This design comes from an exercise in tuning for small area and a short achievable clock period on the open sky130 flow, not from production work. At most, simulation tests tie the RTL to the original design; equivalence was not proved. Power figures rest on the tool's default switching activity, not on a simulated workload.

==> module generic_dpram, before the edit <==
module generic_dpram(clk, we, wsel_lo, wsel_hi, di, rsel_lo, rsel_hi, dout);
	parameter aw = 8;
	parameter dw = 8;
	parameter gb = 3;           
	localparam la = aw/2;
	localparam ha = aw-la;
	localparam ng = 1<<gb;
	localparam gs = (1<<aw)/ng;  
	input                 clk;
	input                 we;
	input  [(1<<la)-1:0]  wsel_lo;  
	input  [(1<<ha)-1:0]  wsel_hi;  
	input  [dw-1:0]       di;
	input  [(1<<la)-1:0]  rsel_lo;  
	input  [(1<<ha)-1:0]  rsel_hi;  
	output [dw-1:0]       dout;
	reg	[dw-1:0]	mem [(1<<aw)-1:0];
	reg	[dw-1:0]	part [ng-1:0];
	reg	[dw-1:0]	rd [ng-1:0];
	reg	[dw-1:0]	orp;
	integer g, i;
	always @* begin
		for (g = 0; g < ng; g = g + 1) begin
			rd[g] = {dw{1'b0}};
			for (i = g*gs; i < (g+1)*gs; i = i + 1)
				rd[g] = rd[g] | (mem[i] & {dw{rsel_lo[i % (1<<la)] & rsel_hi[i / (1<<la)]}});
		end
	end
	always @(posedge clk)
		for (g = 0; g < ng; g = g + 1)
			part[g] <= rd[g];
	always @* begin
		orp = {dw{1'b0}};
		for (g = 0; g < ng; g = g + 1)
			orp = orp | part[g];
	end
	assign dout = orp;
	always @(posedge clk)
		for (i = 0; i < (1<<aw); i = i + 1)
			if (we & wsel_lo[i % (1<<la)] & wsel_hi[i / (1<<la)])
				mem[i] <= di;
endmodule
==> module generic_fifo_dc, before the edit <==
module generic_fifo_dc(clk, rst, clr, din, we, dout, re,
			full, empty, full_n, empty_n, level );
parameter dw=8;
parameter aw=8;
parameter n=9;
parameter max_size = 1<<aw;
localparam la = aw/2;
localparam ha = aw-la;
input			clk, rst, clr;
input	[dw-1:0]	din;
input			we;
output	[dw-1:0]	dout;
input			re;
output			full;
output			empty;
output			full_n;
output			empty_n;
output	[1:0]		level;
reg	[aw:0]		wp;
wire	[aw:0]		wp_pl1;
reg	[aw:0]		rp;
wire	[aw:0]		rp_pl1;
reg	[aw:0]		wp_s, rp_s;
reg	[aw:0]		diff;		 
reg	[aw:0]		diff_r1, diff_r2;
reg			re_r, we_r;
reg			full, empty, full_n, empty_n;
reg	[1:0]		level;
reg	[(1<<la)-1:0]	wp_lo;		 
reg	[(1<<ha)-1:0]	wp_hi;		 
reg	[aw:0]		fp;
reg	[(1<<la)-1:0]	fp_lo;		 
reg	[(1<<ha)-1:0]	fp_hi;		 
reg			fp_av;		 
wire			fetch;
reg			fetch_r;
reg	[1:0]		fidx_r;
wire	[dw-1:0]	rdata;
reg	[dw-1:0]	buf0, buf1, buf2, buf3;
reg	[dw-1:0]	do_reg;
assign dout = do_reg;
generic_dpram  #(aw,dw) u0(
	.clk(		clk		),
	.we(		we		),
	.wsel_lo(	wp_lo		),
	.wsel_hi(	wp_hi		),
	.di(		din		),
	.rsel_lo(	fp_lo		),
	.rsel_hi(	fp_hi		),
	.dout(		rdata		)
	);
always @(posedge clk)
	if(!rst)	wp <= {aw+1{1'b0}};
	else
	if(clr)		wp <= {aw+1{1'b0}};
	else
	if(we)		wp <= wp_pl1;
assign wp_pl1 = wp + { {aw{1'b0}}, 1'b1};
always @(posedge clk)
	if(!rst | clr) begin
		wp_lo <= {{(1<<la)-1{1'b0}}, 1'b1};
		wp_hi <= {{(1<<ha)-1{1'b0}}, 1'b1};
	end else if(we) begin
		wp_lo <= {wp_lo[(1<<la)-2:0], wp_lo[(1<<la)-1]};
		if(wp_lo[(1<<la)-1])
			wp_hi <= {wp_hi[(1<<ha)-2:0], wp_hi[(1<<ha)-1]};
	end
always @(posedge clk)
	if(!rst)	rp <= {aw+1{1'b0}};
	else
	if(clr)		rp <= {aw+1{1'b0}};
	else
	if(re)		rp <= rp_pl1;
assign rp_pl1 = rp + { {aw{1'b0}}, 1'b1};
wire	[aw:0]		diff_pl1 = diff + { {aw{1'b0}}, 1'b1};
wire	[aw:0]		diff_mi1 = diff - { {aw{1'b0}}, 1'b1};
always @(posedge clk)
	if(!rst | clr)		diff <= {aw+1{1'b0}};
	else
	case({we, re})
	2'b10:	diff <= diff_pl1;
	2'b01:	diff <= diff_mi1;
	default: ;
	endcase
assign fetch = fp_av & ~((fp[1:0] == rp[1:0]) & (fp[2] != rp[2]));
always @(posedge clk)
	if(!rst | clr) begin
		fp    <= {aw+1{1'b0}};
		fp_lo <= {{(1<<la)-1{1'b0}}, 1'b1};
		fp_hi <= {{(1<<ha)-1{1'b0}}, 1'b1};
	end else if(fetch) begin
		fp    <= fp + { {aw{1'b0}}, 1'b1};
		fp_lo <= {fp_lo[(1<<la)-2:0], fp_lo[(1<<la)-1]};
		if(fp_lo[(1<<la)-1])
			fp_hi <= {fp_hi[(1<<ha)-2:0], fp_hi[(1<<ha)-1]};
	end
always @(posedge clk)
	if(!rst | clr)	fp_av <= 1'b0;
	else if(we)	fp_av <= 1'b1;
	else if(fetch)	fp_av <= (wp != fp + { {aw{1'b0}}, 1'b1});
always @(posedge clk) begin
	fetch_r <= fetch & rst & ~clr;
	fidx_r  <= fp[1:0];
end
always @(posedge clk)
	if(fetch_r)
		case(fidx_r)
		2'd0: buf0 <= rdata;
		2'd1: buf1 <= rdata;
		2'd2: buf2 <= rdata;
		default: buf3 <= rdata;
		endcase
always @(posedge clk)
	case(rp[1:0])
	2'd0: do_reg <= buf0;
	2'd1: do_reg <= buf1;
	2'd2: do_reg <= buf2;
	default: do_reg <= buf3;
	endcase
always @(posedge clk)	wp_s <= wp;
always @(posedge clk)	rp_s <= rp;
always @(posedge clk)
	empty <= (wp_s == rp) | (re & (wp_s == rp_pl1));
always @(posedge clk)
	full <= ((wp[aw-1:0] == rp_s[aw-1:0]) & (wp[aw] != rp_s[aw])) |
	(we & (wp_pl1[aw-1:0] == rp_s[aw-1:0]) & (wp_pl1[aw] != rp_s[aw]));
always @(posedge clk)	re_r <= re;
always @(posedge clk)	diff_r1 <= diff;
always @(posedge clk)
	empty_n <= (diff_r1 < n) | ((diff_r1==n) & (re | re_r));
always @(posedge clk)	we_r <= we;
always @(posedge clk)	diff_r2 <= diff;
always @(posedge clk)
	full_n <= (diff_r2 > max_size-n) | ((diff_r2==max_size-n) & (we | we_r));
always @(posedge clk)
	level <= {2{diff[aw]}} | diff[aw-1:aw-2];
endmodule
clock: 5.0 ns
lec_check: 0
cap_margin: 20
core_margin: 2
core_utilization: 55
cts_cluster_diameter: 100
cts_cluster_size: 30
setup_slack_margin: 2.75
slew_margin: 20
run.sh (not shown) runs the stock make flow with config.mk's settings and CLKGATE_MAP_FILE= SYNTH_SCRIPT=/design/flow/synth_recipe.tcl, a recipe that flattens the netlist after the stock synthesis.
Edit:
--- a/flow/design.v
+++ b/flow/design.v
@@ -35,9 +35,11 @@
 			orp = orp | part[g];
 	end
 	assign dout = orp;
+	wire	[(1<<la)-1:0]	wl_n = ~({(1<<la){we}} & wsel_lo);
+	wire	[(1<<ha)-1:0]	wh_n = ~wsel_hi;
 	always @(posedge clk)
 		for (i = 0; i < (1<<aw); i = i + 1)
-			if (we & wsel_lo[i % (1<<la)] & wsel_hi[i / (1<<la)])
+			if (~(wl_n[i % (1<<la)] | wh_n[i / (1<<la)]))
 				mem[i] <= di;
 endmodule
 module generic_fifo_dc(clk, rst, clr, din, we, dout, re,
@@ -63,13 +65,13 @@
 reg	[aw:0]		rp;
 wire	[aw:0]		rp_pl1;
 reg	[aw:0]		wp_s, rp_s;
-reg	[aw:0]		diff;		 
+wire	[aw:0]		diff;
 reg	[aw:0]		diff_r1, diff_r2;
 reg			re_r, we_r;
 reg			full, empty, full_n, empty_n;
 reg	[1:0]		level;
 reg	[(1<<la)-1:0]	wp_lo;		 
-reg	[(1<<ha)-1:0]	wp_hi;		 
+reg	[(1<<ha)-1:0]	wp_hi_n;	 
 reg	[aw:0]		fp;
 reg	[(1<<la)-1:0]	fp_lo;		 
 reg	[(1<<ha)-1:0]	fp_hi;		 
@@ -85,7 +87,7 @@
 	.clk(		clk		),
 	.we(		we		),
 	.wsel_lo(	wp_lo		),
-	.wsel_hi(	wp_hi		),
+	.wsel_hi(	~wp_hi_n	),
 	.di(		din		),
 	.rsel_lo(	fp_lo		),
 	.rsel_hi(	fp_hi		),
@@ -101,11 +103,11 @@
 always @(posedge clk)
 	if(!rst | clr) begin
 		wp_lo <= {{(1<<la)-1{1'b0}}, 1'b1};
-		wp_hi <= {{(1<<ha)-1{1'b0}}, 1'b1};
+		wp_hi_n <= {{(1<<ha)-1{1'b1}}, 1'b0};
 	end else if(we) begin
 		wp_lo <= {wp_lo[(1<<la)-2:0], wp_lo[(1<<la)-1]};
 		if(wp_lo[(1<<la)-1])
-			wp_hi <= {wp_hi[(1<<ha)-2:0], wp_hi[(1<<ha)-1]};
+			wp_hi_n <= {wp_hi_n[(1<<ha)-2:0], wp_hi_n[(1<<ha)-1]};
 	end
 always @(posedge clk)
 	if(!rst)	rp <= {aw+1{1'b0}};
@@ -114,16 +116,7 @@
 	else
 	if(re)		rp <= rp_pl1;
 assign rp_pl1 = rp + { {aw{1'b0}}, 1'b1};
-wire	[aw:0]		diff_pl1 = diff + { {aw{1'b0}}, 1'b1};
-wire	[aw:0]		diff_mi1 = diff - { {aw{1'b0}}, 1'b1};
-always @(posedge clk)
-	if(!rst | clr)		diff <= {aw+1{1'b0}};
-	else
-	case({we, re})
-	2'b10:	diff <= diff_pl1;
-	2'b01:	diff <= diff_mi1;
-	default: ;
-	endcase
+assign diff = wp-rp;
 assign fetch = fp_av & ~((fp[1:0] == rp[1:0]) & (fp[2] != rp[2]));
 always @(posedge clk)
 	if(!rst | clr) begin
Effect: Maximum frequency came out lower slightly. Design area came out higher slightly. Routed wire length came out higher by a few percent. Count of clock-buffer cells in the layout does not change. Worst setup slack loses 0.029 ns. Clock power came out lower slightly. Via count barely changes. Sequential cell count came out lower by 9. Non-clock buffer count came out higher by 93. Die area came out lower slightly.
Only the layout flow was run in the first run of this note; the RTL was not checked for function there.


the baseline:
The RTL this note starts from:
==> flow/design.v <==
module generic_dpram(clk, wsel_lo_n, wsel_hi_n, di, rsel_lo, rsel_hi, dout);
	parameter aw = 8;
	parameter dw = 8;
	parameter wl = 4;
	parameter rl = 5;
	localparam wh = aw-wl;
	localparam rh = aw-rl;
	input                 clk;
	input  [(1<<wl)-1:0]  wsel_lo_n;  
	input  [(1<<wh)-1:0]  wsel_hi_n;  
	input  [dw-1:0]       di;
	input  [(1<<rl)-1:0]  rsel_lo;    
	input  [(1<<rh)-1:0]  rsel_hi;    
	output [dw-1:0]       dout;
	reg	[dw-1:0]	mem [(1<<aw)-1:0];
	reg	[dw-1:0]	part [(1<<rh)-1:0];
	reg	[dw-1:0]	rd [(1<<rh)-1:0];
	reg	[(1<<rh)-1:0]	rsel_hi_r;
	reg	[dw-1:0]	orp;
	integer r, i;
	always @* begin
		for (r = 0; r < (1<<rh); r = r + 1) begin
			rd[r] = {dw{1'b0}};
			for (i = 0; i < (1<<rl); i = i + 1)
				rd[r] = rd[r] | (mem[r*(1<<rl)+i] & {dw{rsel_lo[i]}});
		end
	end
	always @(posedge clk) begin
		for (r = 0; r < (1<<rh); r = r + 1)
			part[r] <= rd[r];
		rsel_hi_r <= rsel_hi;
	end
	always @* begin
		orp = {dw{1'b0}};
		for (r = 0; r < (1<<rh); r = r + 1)
			orp = orp | (part[r] & {dw{rsel_hi_r[r]}});
	end
	assign dout = orp;
	always @(posedge clk)
		for (i = 0; i < (1<<aw); i = i + 1)
			if (~(wsel_lo_n[i % (1<<wl)] | wsel_hi_n[i / (1<<wl)]))
				mem[i] <= di;
endmodule
module generic_fifo_dc(clk, rst, clr, din, we, dout, re,
			full, empty, full_n, empty_n, level );
parameter dw=8;
parameter aw=8;
parameter n=9;
parameter max_size = 1<<aw;
localparam la = aw/2;		 
localparam ha = aw-la;
localparam rl = aw-3;		 
localparam rh = aw-rl;
function [aw:0] inc;
	input [aw:0] a;
	integer k;
	begin
		for (k = 0; k <= aw; k = k + 1)
			inc[k] = a[k] ^ ((a & ((1 << k) - 1)) == ((1 << k) - 1));
	end
endfunction
function [aw:0] dec;
	input [aw:0] a;
	integer k;
	begin
		for (k = 0; k <= aw; k = k + 1)
			dec[k] = a[k] ^ ((a & ((1 << k) - 1)) == 0);
	end
endfunction
input			clk, rst, clr;
input	[dw-1:0]	din;
input			we;
output	[dw-1:0]	dout;
input			re;
output			full;
output			empty;
output			full_n;
output			empty_n;
output	[1:0]		level;
reg	[aw:0]		wp;
wire	[aw:0]		wp_pl1;
reg	[aw:0]		rp;
wire	[aw:0]		rp_pl1;
reg	[aw:0]		wp_s, rp_s;
reg	[aw:0]		diff_r1, diff_r2;
reg			re_r, we_r;
reg			full, empty, full_n, empty_n;
reg	[1:0]		level;
reg	[(1<<la)-1:0]	wp_lo_n;	 
reg	[(1<<ha)-1:0]	wp_hi_n;	 
reg	[aw:0]		fp;
reg	[(1<<rl)-1:0]	fp_lo;		 
reg	[(1<<rh)-1:0]	fp_hi;		 
reg			fp_av;		 
wire			fetch;
reg			fetch_r;
reg	[1:0]		fidx_r;
wire	[dw-1:0]	rdata;
reg	[dw-1:0]	buf0, buf1, buf2, buf3;
reg	[dw-1:0]	do_reg;
assign dout = do_reg;
generic_dpram  #(aw,dw,la,rl) u0(
	.clk(		clk		),
	.wsel_lo_n(	wp_lo_n		),
	.wsel_hi_n(	wp_hi_n		),
	.di(		din		),
	.rsel_lo(	fp_lo		),
	.rsel_hi(	fp_hi		),
	.dout(		rdata		)
	);
always @(posedge clk)
	if(!rst)	wp <= {aw+1{1'b0}};
	else
	if(clr)		wp <= {aw+1{1'b0}};
	else
	if(we)		wp <= wp_pl1;
assign wp_pl1 = inc(wp);
always @(posedge clk)
	if(!rst | clr) begin
		wp_lo_n <= {{(1<<la)-1{1'b1}}, 1'b0};
		wp_hi_n <= {{(1<<ha)-1{1'b1}}, 1'b0};
	end else if(we) begin
		wp_lo_n <= {wp_lo_n[(1<<la)-2:0], wp_lo_n[(1<<la)-1]};
		if(!wp_lo_n[(1<<la)-1])
			wp_hi_n <= {wp_hi_n[(1<<ha)-2:0], wp_hi_n[(1<<ha)-1]};
	end
always @(posedge clk)
	if(!rst)	rp <= {aw+1{1'b0}};
	else
	if(clr)		rp <= {aw+1{1'b0}};
	else
	if(re)		rp <= rp_pl1;
assign rp_pl1 = inc(rp);
reg			zero_r;
wire	[aw:0]		diff_nxt;
always @(posedge clk)
	zero_r <= !rst | clr;
assign diff_nxt = zero_r ? {aw+1{1'b0}} :
		  (we_r & !re_r) ? inc(diff_r1) :
		  (re_r & !we_r) ? dec(diff_r1) : diff_r1;
assign fetch = fp_av & ~((fp[1:0] == rp[1:0]) & (fp[2] != rp[2]));
always @(posedge clk)
	if(!rst | clr) begin
		fp    <= {aw+1{1'b0}};
		fp_lo <= {{(1<<rl)-1{1'b0}}, 1'b1};
		fp_hi <= {{(1<<rh)-1{1'b0}}, 1'b1};
	end else if(fetch) begin
		fp    <= inc(fp);
		fp_lo <= {fp_lo[(1<<rl)-2:0], fp_lo[(1<<rl)-1]};
		if(fp_lo[(1<<rl)-1])
			fp_hi <= {fp_hi[(1<<rh)-2:0], fp_hi[(1<<rh)-1]};
	end
always @(posedge clk)
	if(!rst | clr)	fp_av <= 1'b0;
	else if(we)	fp_av <= 1'b1;
	else if(fetch)	fp_av <= (wp != inc(fp));
always @(posedge clk) begin
	fetch_r <= fetch & rst & ~clr;
	fidx_r  <= fp[1:0];
end
always @(posedge clk)
	if(fetch_r)
		case(fidx_r)
		2'd0: buf0 <= rdata;
		2'd1: buf1 <= rdata;
		2'd2: buf2 <= rdata;
		default: buf3 <= rdata;
		endcase
always @(posedge clk)
	case(rp[1:0])
	2'd0: do_reg <= buf0;
	2'd1: do_reg <= buf1;
	2'd2: do_reg <= buf2;
	default: do_reg <= buf3;
	endcase
always @(posedge clk)	wp_s <= wp;
always @(posedge clk)	rp_s <= rp;
always @(posedge clk)
	empty <= (wp_s == rp) | (re & (wp_s == rp_pl1));
always @(posedge clk)
	full <= ((wp[aw-1:0] == rp_s[aw-1:0]) & (wp[aw] != rp_s[aw])) |
	(we & (wp_pl1[aw-1:0] == rp_s[aw-1:0]) & (wp_pl1[aw] != rp_s[aw]));
always @(posedge clk)	re_r <= re;
always @(posedge clk)	diff_r1 <= diff_nxt;
always @(posedge clk)
	empty_n <= (diff_r1 < n) | ((diff_r1==n) & (re | re_r));
always @(posedge clk)	we_r <= we;
always @(posedge clk)	diff_r2 <= diff_nxt;
always @(posedge clk)
	full_n <= (diff_r2 > max_size-n) | ((diff_r2==max_size-n) & (we | we_r));
always @(posedge clk)
	level <= {2{diff_nxt[aw]}} | diff_nxt[aw-1:aw-2];
endmodule
Settings: LEC_CHECK=0, CAP_MARGIN=20, CORE_MARGIN=2, CORE_UTILIZATION=60, CTS_CLUSTER_DIAMETER=100, CTS_CLUSTER_SIZE=26, SETUP_SLACK_MARGIN=2.8, SLEW_MARGIN=20; clock period 5.0 ns.
Here is what was changed in the inputs of the candidate compared with the baseline.
diff --git a/flow/design.v b/flow/design.v
--- a/flow/design.v
+++ b/flow/design.v
@@ -94,6 +94,7 @@
 reg			fp_av;		 
 wire			fetch;
-reg			fetch_r;
-reg	[1:0]		fidx_r;
+reg			fetch_r, fetch_rr;
+reg	[1:0]		fidx_r, fidx_rr;
+reg	[dw-1:0]	rdata_r;
 wire	[dw-1:0]	rdata;
 reg	[dw-1:0]	buf0, buf1, buf2, buf3;
@@ -156,16 +157,22 @@
 	else if(fetch)	fp_av <= (wp != inc(fp));
 always @(posedge clk) begin
-	fetch_r <= fetch & rst & ~clr;
-	fidx_r  <= fp[1:0];
+	fetch_r  <= fetch & rst & ~clr;
+	fidx_r   <= fp[1:0];
+	fetch_rr <= fetch_r & rst & ~clr;
+	fidx_rr  <= fidx_r;
+	rdata_r  <= rdata;
 end
 always @(posedge clk)
-	if(fetch_r)
-		case(fidx_r)
-		2'd0: buf0 <= rdata;
-		2'd1: buf1 <= rdata;
-		2'd2: buf2 <= rdata;
-		default: buf3 <= rdata;
+	if(fetch_rr)
+		case(fidx_rr)
+		2'd0: buf0 <= rdata_r;
+		2'd1: buf1 <= rdata_r;
+		2'd2: buf2 <= rdata_r;
+		default: buf3 <= rdata_r;
 		endcase
 always @(posedge clk)
+	if(fetch_rr & (fidx_rr == rp[1:0]))
+		do_reg <= rdata_r;
+	else
 	case(rp[1:0])
 	2'd0: do_reg <= buf0;
--- outcome ---
Of the baseline and the candidate, the baseline shows the lower leakage component of the power, with the candidate above it. Die: the candidate bigger than the baseline. On mux contribution to synthesized area, the baseline and the candidate are neck and neck. Looking at final worst hold slack, the candidate sits 0.043 ns below the baseline. The candidate: ratio of routed vias to standard cells 0.79% above the baseline. In the candidate relative to the baseline, power had gone up slightly. The lower worst slew margin relative to its limit of the baseline and the candidate is in the baseline. The run showing the smaller fraction of standard cell area that is sequential is the candidate. Summary of the candidate over the baseline: later-pin clock latency in the skew report saw little to no change, layout clock buffer count saw an increase, total wirelength of the detailed-routed design saw an increase, detailed placement HPWL saw an increase.

==> re-timing with driven ports <==
No port has a modelled driver above. Below, the same layouts with a new extraction and two added sets of constraints. Step 1 sets driving cells, clkbuf_16 on the clock port and buf_2 on the other inputs (assumed; they add their load-dependent delay and slew). Step 2, shift: input delay + t, output delay - t, t = (earliest + latest rising clock arrival at the registers) / 2. This alone moves slack from input paths to output paths. a / b / c = no drivers / after step 1 / after step 2; a / b = the first two.
| run | t, ns | setup slack, ns | hold slack, ns | worst register clock-pin slew, ns | worst slew at a driven data input, ns |
|---|---|---|---|---|---|
| the first run of note 1 | 0.826 | 2.692 / 2.686 / 1.861 | 0.397 / 0.397 / 0.397 | 0.12 / 0.12 | 0.16 |
| the second run of note 1 | 0.824 | 2.664 / 2.664 / 2.045 | 0.424 / 0.424 / 0.424 | 0.12 / 0.12 | 0.05 |
| the baseline | 0.837 | 2.731 / 2.670 / 2.098 | 0.384 / 0.384 / 0.384 | 0.11 / 0.11 | 0.05 |
| the candidate | 0.839 | 2.766 / 2.700 / 2.084 | 0.341 / 0.341 / 0.341 | 0.11 / 0.11 | 0.05 |
After both steps every run listed still meets setup and hold. For the first run of note 1, which loses most, drivers alone change the setup slack by -0.006 ns; drivers and shift together by -0.831 ns.
